Source: an optimization exercise on an open RTL-to-GDS flow (aim: small area and a short achievable clock period). Production flows keep margins and buffers that such runs may drop.
In this exercise RTL edits were held to simulation tests only and were not proved equivalent to the original.
No activity file was given, so power comes from the tool's default toggle rates.

==> flow/design.v <==
`timescale 1ns / 1ps
module fifo_sync #(
    parameter DATA_WIDTH          = 32,
    parameter DEPTH               = 16,
    parameter ADDR_WIDTH          = $clog2(DEPTH),
    parameter ALMOST_FULL_THRESH  = DEPTH - 2,
    parameter ALMOST_EMPTY_THRESH = 2
) (
    input  wire                    clk,
    input  wire                    rst_n,
    input  wire                    wr_en,
    input  wire [DATA_WIDTH-1:0]   wr_data,
    output reg                     full,
    output reg                     almost_full,
    output reg                     overflow,
    input  wire                    rd_en,
    output reg  [DATA_WIDTH-1:0]   rd_data,
    output reg                     empty,
    output reg                     almost_empty,
    output reg                     underflow,
    output reg  [ADDR_WIDTH:0]     data_count,
    output reg  [ADDR_WIDTH:0]     peak_count
);
    reg [DATA_WIDTH-1:0] mem [0:DEPTH-1];
    reg [ADDR_WIDTH-1:0] wr_ptr;      
    reg [DEPTH-1:0]      rd_sel;      
    wire do_write = wr_en & ~full;
    wire do_read  = rd_en & ~empty;
    wire inc      = do_write & ~do_read;
    wire dec      = do_read & ~do_write;
    integer i;
    always @(posedge clk) begin
        for (i = 0; i < DEPTH; i = i + 1)
            if (!full && wr_ptr == i)
                mem[i] <= wr_data;
    end
    reg [DATA_WIDTH-1:0] rd_next;
    always @(*) begin
        rd_next = rd_data & {DATA_WIDTH{~do_read}};
        for (i = 0; i < DEPTH; i = i + 1)
            rd_next = rd_next | (mem[i] & {DATA_WIDTH{rd_sel[i] & do_read}});
    end
    always @(posedge clk) begin
        if (!rst_n) begin
            wr_ptr  <= {ADDR_WIDTH{1'b0}};
            rd_sel  <= {{(DEPTH-1){1'b0}}, 1'b1};
            rd_data <= {DATA_WIDTH{1'b0}};
        end else begin
            rd_data <= rd_next;
            if (do_write) wr_ptr <= wr_ptr + 1'b1;
            if (do_read)
                rd_sel  <= {rd_sel[DEPTH-2:0], rd_sel[DEPTH-1]};
        end
    end
    wire [ADDR_WIDTH:0] cnt_up = data_count + 1'b1;
    wire [ADDR_WIDTH:0] cnt_dn = data_count - 1'b1;
    wire peak_hit = (peak_count == data_count);
    always @(posedge clk) begin
        if (!rst_n) begin
            full         <= 1'b0;
            empty        <= 1'b1;
            almost_full  <= 1'b0;
            almost_empty <= 1'b1;
            data_count   <= {(ADDR_WIDTH+1){1'b0}};
            peak_count   <= {(ADDR_WIDTH+1){1'b0}};
            overflow     <= 1'b0;
            underflow    <= 1'b0;
        end else begin
            overflow  <= wr_en & full;
            underflow <= rd_en & empty;
            if (inc) begin
                data_count   <= cnt_up;
                full         <= (cnt_up == DEPTH);
                empty        <= 1'b0;
                almost_full  <= (cnt_up >= ALMOST_FULL_THRESH);
                almost_empty <= (cnt_up <= ALMOST_EMPTY_THRESH);
                if (peak_hit) peak_count <= cnt_up;
            end else if (dec) begin
                data_count   <= cnt_dn;
                full         <= 1'b0;
                empty        <= (cnt_dn == 0);
                almost_full  <= (cnt_dn >= ALMOST_FULL_THRESH);
                almost_empty <= (cnt_dn <= ALMOST_EMPTY_THRESH);
            end
        end
    end
endmodule
Settings: LEC_CHECK=0, CAP_MARGIN=20, CORE_MARGIN=2, CORE_UTILIZATION=65, CTS_CLUSTER_DIAMETER=100, CTS_CLUSTER_SIZE=25, PLACE_DENSITY=0.75, SETUP_SLACK_MARGIN=1.4, SLEW_MARGIN=20; clock period 3.2 ns.
standard.sh (not shown) runs the stock make flow with config.mk's settings and CLKGATE_MAP_FILE= SYNTH_SCRIPT=/design/flow/synth_recipe.tcl, a recipe that flattens the netlist after the stock synthesis.
==> flow/flow/run.sh <==
#!/bin/bash
# Standard ORFS layout, with the port buffers made from plain buffers
# (sky130_fd_sc_hd__buf_2) instead of the default choice.
set -euo pipefail
export BUFFER_PORTS_ARGS="-buffer_cell sky130_fd_sc_hd__buf_2"
bash standard.sh > standard.log 2>&1
==> next run, changes <==
--- a/flow/design.v
+++ b/flow/design.v
@@ -24,21 +24,25 @@
     reg [DATA_WIDTH-1:0] mem [0:DEPTH-1];
     reg [ADDR_WIDTH-1:0] wr_ptr;      
     reg [DEPTH-1:0]      rd_sel;      
-    wire do_write = wr_en & ~full;
-    wire do_read  = rd_en & ~empty;
+    reg [ADDR_WIDTH:0]   cnt_n;
+    reg                  full_n;
+    reg                  empty_n;
+    wire [ADDR_WIDTH:0]  cnt = ~cnt_n;
+    wire do_write = wr_en & full_n;
+    wire do_read  = rd_en & empty_n;
     wire inc      = do_write & ~do_read;
     wire dec      = do_read & ~do_write;
     integer i;
     always @(posedge clk) begin
         for (i = 0; i < DEPTH; i = i + 1)
-            if (!full && wr_ptr == i)
+            if (full_n && wr_ptr == i)
                 mem[i] <= wr_data;
     end
-    reg [DATA_WIDTH-1:0] rd_next;
+    reg [DATA_WIDTH-1:0] rd_word;
     always @(*) begin
-        rd_next = rd_data & {DATA_WIDTH{~do_read}};
+        rd_word = {DATA_WIDTH{1'b0}};
         for (i = 0; i < DEPTH; i = i + 1)
-            rd_next = rd_next | (mem[i] & {DATA_WIDTH{rd_sel[i] & do_read}});
+            rd_word = rd_word | (mem[i] & {DATA_WIDTH{rd_sel[i]}});
     end
     always @(posedge clk) begin
         if (!rst_n) begin
@@ -46,15 +50,16 @@
             rd_sel  <= {{(DEPTH-1){1'b0}}, 1'b1};
             rd_data <= {DATA_WIDTH{1'b0}};
         end else begin
-            rd_data <= rd_next;
             if (do_write) wr_ptr <= wr_ptr + 1'b1;
-            if (do_read)
+            if (do_read) begin
                 rd_sel  <= {rd_sel[DEPTH-2:0], rd_sel[DEPTH-1]};
+                rd_data <= rd_word;
+            end
         end
     end
-    wire [ADDR_WIDTH:0] cnt_up = data_count + 1'b1;
-    wire [ADDR_WIDTH:0] cnt_dn = data_count - 1'b1;
-    wire peak_hit = (peak_count == data_count);
+    wire [ADDR_WIDTH:0] cnt_up = cnt + 1'b1;
+    wire [ADDR_WIDTH:0] cnt_dn = cnt - 1'b1;
+    wire peak_hit = (peak_count == cnt);
     always @(posedge clk) begin
         if (!rst_n) begin
             full         <= 1'b0;
@@ -65,20 +70,29 @@
             peak_count   <= {(ADDR_WIDTH+1){1'b0}};
             overflow     <= 1'b0;
             underflow    <= 1'b0;
+            cnt_n        <= {(ADDR_WIDTH+1){1'b1}};
+            full_n       <= 1'b1;
+            empty_n      <= 1'b0;
         end else begin
-            overflow  <= wr_en & full;
-            underflow <= rd_en & empty;
+            overflow  <= wr_en & ~full_n;
+            underflow <= rd_en & ~empty_n;
             if (inc) begin
                 data_count   <= cnt_up;
+                cnt_n        <= ~cnt_up;
                 full         <= (cnt_up == DEPTH);
+                full_n       <= (cnt_up != DEPTH);
                 empty        <= 1'b0;
+                empty_n      <= 1'b1;
                 almost_full  <= (cnt_up >= ALMOST_FULL_THRESH);
                 almost_empty <= (cnt_up <= ALMOST_EMPTY_THRESH);
                 if (peak_hit) peak_count <= cnt_up;
             end else if (dec) begin
                 data_count   <= cnt_dn;
+                cnt_n        <= ~cnt_dn;
                 full         <= 1'b0;
+                full_n       <= 1'b1;
                 empty        <= (cnt_dn == 0);
+                empty_n      <= (cnt_dn != 0);
                 almost_full  <= (cnt_dn >= ALMOST_FULL_THRESH);
                 almost_empty <= (cnt_dn <= ALMOST_EMPTY_THRESH);
             end
The changed run passed the timing, design-rule and antenna checks.
Count of clock-buffer cells in the layout does not change.
Global-route usage rises by 0.88 points.
Area after synthesis rises by 0.67%.
Worst hold slack loses 45 ps.
Utilization rises by 0.24 points.
Maximum frequency rises by 0.77%.
Synthesized cell count rises by 2.3%.
Total power rises by 5.6%.
Critical path depth rises by 4.
Sequential share of layout area falls by 0.93 points.

## what the ideal ports hide
In the flow no input, the clock included, has a driving cell. The finished layouts below were timed again as built, in two steps.
Step 1 sets driving cells, clkbuf_16 on the clock port and buf_2 on the other inputs (assumed; they add their load-dependent delay and slew).
Step 2 moves the port delays by t, midway between the first and last clock arrival at a register: inputs arrive t later, outputs are due t later. That takes back most of the time a late clock gives input paths.
Three values: ideal ports, drivers, drivers and shift; two values: the first two.
run | t, ns | setup slack, ns | hold WS [ns] | worst data-port slew with drivers (ns) | cell pins on the clock port's net
the first run | 0.627 | 1.419 / 1.368 / 1.110 | 0.318 / 0.291 / 0.489 | 0.07 | 1
the second run | 0.633 | 1.432 / 1.393 / 1.071 | 0.273 / 0.241 / 0.464 | 0.07 | 1
After both steps every run listed still meets setup and hold. For the second run, which loses most, drivers alone change the setup slack by -0.039 ns; drivers and shift together by -0.361 ns.
